This design comes from an exercise in tuning for small area on the open sky130 flow, not from production work. Function not checked in this run: the RTL went through the layout flow alone. No activity file was given, so power comes from the tool's default toggle rates.

===== run.sh =====
#!/bin/bash
# synth_recipe.tcl (not shown) runs the flow's synth.tcl, then flattens the netlist and writes it again
# the make line also repeats each setting of config.mk as NAME=value (left out here)
make -C /OpenROAD-flow-scripts/flow DESIGN_CONFIG=/design/flow/config.mk WORK_HOME=/design/flow/orfs CLKGATE_MAP_FILE= SYNTH_SCRIPT=/design/flow/synth_recipe.tcl finish

===== config.mk =====
export PLATFORM = sky130hd
export DESIGN_NAME = RISC
export DESIGN_NICKNAME = RISC
export VERILOG_FILES = /design/flow/design.v
export SDC_FILE = /design/flow/constraint.sdc
export NUM_CORES = 4
export LEC_CHECK = 0
export CAP_MARGIN = 20
export CORE_MARGIN = 2
export CORE_UTILIZATION = 45
export PLACE_DENSITY = 0.6
export SLEW_MARGIN = 20
export SYNTH_HIERARCHICAL = 1

===== constraint.sdc =====
create_clock -name core_clock -period 7.5 [get_ports {clk}]
set_input_delay 1.5000 -clock core_clock [delete_from_list [all_inputs] [get_ports {clk}]]
set_output_delay 1.5000 -clock core_clock [all_outputs]
set_load 0.01 [all_outputs]

===== design.v =====
`timescale 1ns / 1ps
module RF_AOI222(input a0, input b0, input a1, input b1, input a2, input b2, output y);
	assign y = ~((a0 & b0) | (a1 & b1) | (a2 & b2));
endmodule
module RF_AOI22(input a0, input b0, input a1, input b1, output y);
	assign y = ~((a0 & b0) | (a1 & b1));
endmodule
module RF_Nand11(input [10:0] x, output y);
	assign y = ~&x;
endmodule
module RF_ReadBit(input [31:0] q, input [31:0] sel, output y);
	wire [10:0] t;
	genvar i;
	generate for (i = 0; i < 10; i = i + 1) begin : g
		RF_AOI222 u(q[3*i], sel[3*i], q[3*i+1], sel[3*i+1], q[3*i+2], sel[3*i+2], t[i]);
	end endgenerate
	RF_AOI22 u10(q[30], sel[30], q[31], sel[31], t[10]);
	RF_Nand11 n(t, y);
endmodule
module RegisterFile_32Bit(
	input         clk,
	input         rst,
	input         Write,
	input  [4:0]  AddrA,
	input  [4:0]  AddrB,
	input  [4:0]  DestAddr,
	input  [31:0] DestData,
	output [31:0] DataA,
	output [31:0] DataB
	);
	wire [31:0] wsel = 32'd1 << DestAddr;
	wire [31:0] asel = 32'd1 << AddrA;
	wire [31:0] bsel = 32'd1 << AddrB;
	wire [31:0] wdata = DestData & {32{~rst}};
	genvar g, j;
	generate
		for (g = 0; g < 32; g = g + 1) begin : r
			wire wen = rst | (Write & wsel[g]);
			reg [31:0] q;
			always @(posedge clk)
				if (wen) q <= wdata;
		end
		for (j = 0; j < 32; j = j + 1) begin : c
			wire [31:0] col;
			for (g = 0; g < 32; g = g + 1) begin : e
				assign col[g] = r[g].q[j];
			end
			RF_ReadBit ra(col, asel, DataA[j]);
			RF_ReadBit rb(col, bsel, DataB[j]);
		end
	endgenerate
endmodule
`timescale 1ns / 1ps
module RISC(
	input clk,
	input rst,
	output [31:0] imem_addr,
	input  [31:0] imem_rdata,
	output        dmem_we,
	output [31:0] dmem_addr,
	output [31:0] dmem_wdata,
	input  [31:0] dmem_rdata
	);
	localparam [6:0] OP_ADD = 7'b0000010, OP_SUB = 7'b0000101, OP_SLT = 7'b1100101,
	                 OP_AND = 7'b0010000, OP_OR  = 7'b0001010, OP_XOR = 7'b0001100,
	                 OP_ST  = 7'b0000001, OP_LD  = 7'b0100001, OP_ADI = 7'b0100010,
	                 OP_SBI = 7'b0100101, OP_NOT = 7'b0101110, OP_ANI = 7'b0101000,
	                 OP_ORI = 7'b0101010, OP_XRI = 7'b0101100, OP_AIU = 7'b1100010,
	                 OP_SIU = 7'b1000101, OP_MOV = 7'b1000000, OP_LSL = 7'b0110000,
	                 OP_LSR = 7'b0110001, OP_JMR = 7'b1100001, OP_BZ  = 7'b0100000,
	                 OP_BNZ = 7'b1100000, OP_JMP = 7'b0000111;
	reg  [31:0] PC_IF;
	wire [31:0] PC_inc = PC_IF + 32'd1;
	wire [6:0]  op_IF = imem_rdata[31:25];
	wire        br_IF = (op_IF == OP_BZ) | (op_IF == OP_BNZ) | (op_IF == OP_JMP);
	wire [31:0] target_IF = PC_inc + {{17{imem_rdata[14]}}, imem_rdata[14:0]};
	wire [31:0] X_IF = br_IF ? target_IF : {target_IF[31:20], imem_rdata[24:20], imem_rdata[14:0]};
	assign imem_addr = PC_IF;
	reg [6:0]  op_DOF, op_EX;
	reg [4:0]  SA_DOF, SA_EX;
	reg [31:0] X_DOF, X_EX;
	wire [4:0]  SA = SA_EX;
	wire [4:0]  DA = X_EX[19:15];
	wire [4:0]  SB = X_EX[14:10];
	wire [14:0] K  = X_EX[14:0];
	wire [4:0]  SH = X_EX[4:0];
	reg rw, isld, isslt, mb, cs, sub, arith, shl, shr;
	reg [3:0] ltt;         
	reg isbz, isbnz, isjmp, isjmr, mw;
	always @(*) begin
		rw = 1'b0; isld = 1'b0; isslt = 1'b0; mb = 1'b0; cs = 1'b0; sub = 1'b0;
		arith = 1'b0; shl = 1'b0; shr = 1'b0; ltt = 4'b1100;
		isbz = 1'b0; isbnz = 1'b0; isjmp = 1'b0; isjmr = 1'b0; mw = 1'b0;
		case (op_EX)
			OP_ADD: begin rw = 1; arith = 1; end
			OP_SUB: begin rw = 1; arith = 1; sub = 1; end
			OP_SLT: begin rw = 1; isslt = 1; sub = 1; end
			OP_AND: begin rw = 1; ltt = 4'b1000; end
			OP_OR:  begin rw = 1; ltt = 4'b1110; end
			OP_XOR: begin rw = 1; ltt = 4'b0110; end
			OP_ST:  begin mw = 1; end
			OP_LD:  begin rw = 1; isld = 1; end
			OP_ADI: begin rw = 1; arith = 1; mb = 1; cs = 1; end
			OP_SBI: begin rw = 1; arith = 1; sub = 1; mb = 1; cs = 1; end
			OP_NOT: begin rw = 1; ltt = 4'b0011; end
			OP_ANI: begin rw = 1; ltt = 4'b1000; mb = 1; end
			OP_ORI: begin rw = 1; ltt = 4'b1110; mb = 1; end
			OP_XRI: begin rw = 1; ltt = 4'b0110; mb = 1; end
			OP_AIU: begin rw = 1; arith = 1; mb = 1; end
			OP_SIU: begin rw = 1; arith = 1; sub = 1; mb = 1; end
			OP_MOV: begin rw = 1; ltt = 4'b1100; end
			OP_LSL: begin rw = 1; shl = 1; end
			OP_LSR: begin rw = 1; shr = 1; end
			OP_JMR: begin isjmr = 1; end
			OP_BZ:  begin isbz = 1; end
			OP_BNZ: begin isbnz = 1; end
			OP_JMP: begin isjmp = 1; end
			default: ;
		endcase
	end
	wire [31:0] A, B;
	wire [31:0] result;
	RegisterFile_32Bit RegFile(clk, rst, rw, SA, SB, DA, result, A, B);
	wire [31:0] bop = mb ? {{17{cs & K[14]}}, K} : B;
	wire [31:0] bx  = sub ? ~bop : bop;
	wire [31:0] sum = A + bx + {31'd0, sub};
	wire lt = (A[31] ^ B[31]) ? A[31] : sum[31];    
	reg [31:0] lout;
	integer i;
	always @(*)
		for (i = 0; i < 32; i = i + 1)
			lout[i] = ltt[{A[i], bop[i]}];
	reg [31:0] ain, srt, sout;
	always @(*) begin
		for (i = 0; i < 32; i = i + 1) ain[i] = shl ? A[31-i] : A[i];
		srt = ain >> SH;
		for (i = 0; i < 32; i = i + 1) sout[i] = shl ? srt[31-i] : srt[i];
	end
	assign result = isld  ? dmem_rdata :
	                isslt ? {31'd0, lt} :
	                (shl | shr) ? sout :
	                arith ? sum : lout;
	wire Z = (A == 32'd0);
	wire taken = isjmp | (isbz & Z) | (isbnz & ~Z);
	assign dmem_we    = mw;
	assign dmem_addr  = A;
	assign dmem_wdata = B;
	always @(posedge clk) begin
		if (rst) begin
			PC_IF <= 32'd0;
			op_DOF[4] <= 1'b1; op_DOF[1] <= 1'b1;
			op_EX[4]  <= 1'b1; op_EX[1]  <= 1'b1;
		end else begin
			PC_IF <= isjmr ? A : taken ? X_EX : PC_inc;
			op_DOF[4] <= op_IF[4];  op_DOF[1] <= op_IF[1];
			op_EX[4]  <= op_DOF[4]; op_EX[1]  <= op_DOF[1];
		end
		{op_DOF[6:5], op_DOF[3:2], op_DOF[0]} <= {op_IF[6:5], op_IF[3:2], op_IF[0]};
		{op_EX[6:5],  op_EX[3:2],  op_EX[0]}  <= {op_DOF[6:5], op_DOF[3:2], op_DOF[0]};
		SA_DOF <= imem_rdata[19:15];
		SA_EX  <= SA_DOF;
		X_DOF  <= X_IF;
		X_EX   <= X_DOF;
	end
endmodule

==> notes.md <==
==> per-module statistics from Yosys, one instance, submodules excluded, excerpt <==
module,flops+latches,copies in the design,cells inside,cell area [um2]
RegisterFile_32Bit,1024,1,1213,31810
RISC,120,1,1487,11940
RF_Nand11,0,64,4,23.77
RF_AOI22,0,64,1,12.51
RF_AOI222,0,640,1,10.01
==> kinds of logic after synthesis <==
kind of cell | Yosys count
AO/OA/AOI/OAI | 1163
XOR/XNOR | 118
adder cells (fa/ha/maj) | 72
buffers and inverters | 134
flip-flops | 1144
multiplexers | 197
AND/OR/NAND/NOR | 832
==> cell usage in the layout (no fill, tap or decap), types with 15 or more instances in the layout <==
cell	count
a22oi_2	64
mux4_2	29
nor2b_2	31
dfxtp_1	117
clkbuf_16	115
nand2_1	123
a211oi_1	15
and3_1	15
inv_1	31
mux2i_1	158
a222oi_1	640
nand4_1	140
nor3_1	33
a21o_1	50
edfxtp_1	1024
ha_1	70
or3_1	70
buf_4	253
o21ai_4	16
nor2_4	48
clkinv_1	19
clkbuf_1	24
o21ai_1	21
clkdlybuf4s50_1	161
nor2b_1	15
xnor2_1	91
nor2_2	19
nor2_1	157
nand3_1	95
a21oi_1	144
xor2_1	27
o21ai_0	65
clkinv_2	22
==> cell type report <==
class | count | area share [%]
clock inverters | 73 | 1.363
diodes | 9 | 0.03618
well taps | 1524 | 3.064
repair buffers | 423 | 5.930
multi-input cells | 2382 | 31.35
inverters | 32 | 0.1930
clock buffers | 140 | 4.790
flip-flops and latches | 1144 | 53.27
==> stage by stage <==
stage          power (W)  util [%]
2_1_floorplan   0.009515         -
3_3_place_gp     0.01099     50.37
3_5_place_dp     0.01100     50.38
4_1_cts          0.01680     53.68
5_1_grt          0.01729     53.69
6_report         0.01690     53.71
==> flip-flops by register name (all words and copies together), names as in the netlist <==
signal / flops
X_DOF: 32
X_EX: 32
PC_IF: 32
RegFile.r.q: 1024
SA_EX: 5
op_EX: 7
op_DOF: 7
SA_DOF: 5
==> routing by layer <==
| metal | vias up | routed length (um) |
|---|---|---|
| met3 | 675 | 30110 |
| met5 | - | 89 |
| met4 | 14 | 16780 |
| met2 | 3729 | 93930 |
| li1 | 17220 | - |
| met1 | 21210 | 78210 |
==> Yosys cell counts (all sizes together), types with 10 or more instances <==
library cell / count / area share (%)
a21oi: 148 / 1.4
nor2b: 47 / 0.56
and2: 10 / 0.12
mux4: 29 / 1.2
o31ai: 11 / 0.16
ha: 70 / 1.7
mux2: 10 / 0.21
a21o: 59 / 0.84
inv: 32 / 0.23
nor4: 12 / 0.17
clkbuf: 73 / 0.52
and3: 15 / 0.18
a22oi: 69 / 1.6
or2: 14 / 0.17
xnor2: 91 / 1.5
edfxtp: 1024 / 59
buf: 29 / 0.29
nand3: 95 / 0.91
nand2b: 14 / 0.17
a222oi: 640 / 12
a31oi: 12 / 0.14
nand2: 123 / 0.88
mux2i: 158 / 3.0
o311ai: 16 / 0.27
a211oi: 16 / 0.23
dfxtp: 120 / 4.6
xor2: 27 / 0.45
o21ai: 104 / 0.99
or3: 70 / 0.83
nand4: 140 / 1.7
nor3: 33 / 0.31
nor2: 224 / 1.6
==> where the power goes <==
group	total [W]	switching (W)	internal [W]
Sequential	0.00808	0.000348	0.00773
Combinational	0.00293	0.00199	0.000935
Clock	0.00590	0.00257	0.00333
==> worst paths after layout <==
path         depth (start not counted)                  end
max reg2reg                         23  RegFile.r[22].q[30]
max                                 23  RegFile.r[22].q[30]
min reg2reg                          0             X_EX[26]
min                                  0             X_EX[26]
==> reports/qor.csv <==
stage;metric;value;unit
placed_design;post-place-cells;5505;
setup_path;cp_data_arrival_time;7.76;ns
route;wl_per_cell;38.26;um
timing;fin_tns_setup;0;ns
route;drt-initial-drc-count;10230;
timing;slew_headroom;21.59;%
setup_path;cpMaxStageDelayCell;or3_1;
timing;fmax;0.1378;GHz
power;p_leak;22.05;nW
setup_path;path_class;flip-flop to flip-flop;
route;routed_wl;219.1;mm
clock_network;clock_sinks;1144;
timing;setup_violations;0;
flow_run;drv_cap;0;
timing;hold_viol;0;
placed_design;hpwl;150.1;mm
cells_and_area;drive_above_1_share;16.76;%
placed_design;postPlaceCellArea;0.05838;mm2
timing;drv_slew;0;
synthesis;synth_fp_nets;3798;
floorplanning;core_area;0.1159;mm2
synthesis;synth.distinct_cells;92;
floorplanning;dieArea;0.1194;mm2
synthesis;synth_fa_ha_area_share;1.745;%
synthesis;netlist_instances;3660;
timing;holdWs;0.3258;ns
grt;grt_use_total;35.50;%
cells_and_area;syn_to_final_growth;18.60;%
synthesis;syn_area;0.05248;mm2
setup_path;required;8.00;ns
floorplanning;die_y;345.5;um
setup_path;worstPathCellList;nand3b_1, nor2_4, a222oi_1, nand4_1, or3_1, o221a_1, a2111oi_4, buf_4, mux2i_1, fa_1, o21ai_1, a31oi_1, o21ai_1, a221o_1, a41oi_1, buf_4, o21ai_1, o41ai_1, o21ai_0, xnor2_1, a21oi_1, nor2b_2, buf_4;
timing;min_period;7.257;ns
power;peakVddDrop;222.6;uV
grt;grt_busiest_layer;met2;
synthesis;synth_xor_area_share;1.969;%
status;status;finished clean;
route;dr.pass1.iters;15;
synthesis;synth-compound-area-share;19.39;%
route;num_vias;42850;
timing;rsz0062_at_grt;false;
synthesis;yosysSeqAreaShare;63.17;%
setup_path;r2r-start;X_EX[13];
synthesis;ys_ff_latch;1144;
clock_network;cts_root_buf;clkbuf_16;
grt;grt_use_met3;9.579;%
cells_and_area;fillers;9546;
grt;grt_pass1_wl;302.9;mm
setup_path;cp-startpoint;X_EX[13];
route;ant_nets;0;
cells_and_area;layout.cells.non_filler;5727;
synthesis;synthMuxAreaShare;4.473;%
setup_path;crit_buf_inv;3;
setup_path;worst-path-max-fanout;32;
clock_network;tritoncts;done;
floorplanning;ios;163;
clock_network;clk_pin_slew;0.06;ns
route;route.detailed.drc;0;
grt;grt-ovfl-total;0;
clock_network;cts_made_buffers;115;
cells_and_area;regArea;0.03316;mm2
setup_path;cp-end-kind;flip-flop;
placed_design;routabilityCongestion;0.9878;
setup_path;reg2reg_slack;0.24;ns
floorplanning;die_w;345.5;um
placed_design;pre_cts_ws;0.5513;ns
hold_path;worstHoldStart;X_DOF[26];
cells_and_area;fin_area;0.06224;mm2
clock_network;cts_resized;0;
synthesis;synth_ff_type;edfxtp_1;
synthesis;ys_warn_count;8;
synthesis;synth_edf_count;1024;
floorplanning;rows;125;
clock_network;clk_latency;0.80;ns
grt;first_global_vias;40020;
grt;grt_use_met2;51.88;%
cells_and_area;num-nets-final;4236;
grt;grt_antenna_before_repair;20;
setup_path;cp-start-kind;flip-flop;
setup_path;cpLargestDelayFamily;compound AO/OA/AOI/OAI gates;
power;pwr_density_cell;271.6;mW/mm2
synthesis;synth-simple-area-share;8.204;%
clock_network;hold_buffers;0;
cells_and_area;multiInputGateArea;0.01952;mm2
timing;post-route-period-util;96.76;%
hold_path;hold_path.class;flip-flop to flip-flop;
grt;grt_max_degree;61;
timing;fin_skew;0.1057;ns
setup_path;max_stage_delay;0.61;ns
synthesis;synth_top_family_by_area;compound AO/OA/AOI/OAI gates;
synthesis;async_flop_share;0;%
timing;worstMarginPinSlew;1.164;ns
placed_design;portBuffers;162;
synthesis;postSynthAreaPerCell;14.34;um2
clock_network;clockBufferDepth;3;
floorplanning;initial_utilization;45.28;%
grt;use_met1;46.47;%
timing;setup_ws;0.2427;ns
clock_network;cts_htree_levels;3;
clock_network;post_cts_buffers;0;
route;viasPerCell;7.481;

==> what the ideal ports hide <==
Ports are ideal in the flow. The routed layout listed here was re-timed in OpenROAD. Step 1 sets driving cells, clkbuf_16 on the clock port and buf_2 on the other inputs (assumed; they add their load-dependent delay and slew). Step 2 also shifts input and output timing later by t, the mid clock arrival at the registers, as if the neighbouring blocks saw the same clock. a / b / c = ideal / step 1 / step 2; a / b = the first two.
t (ns): 0.830
slack for setup (ns): 0.243 / 0.243 / 0.243
worst setup path at the end: register to register
latest minus earliest clock arrival (ns): 0.106 / 0.106
After both steps setup and hold are still met in this run. For this run, drivers alone change the setup slack by 0.000 ns; drivers and shift together by 0.000 ns.
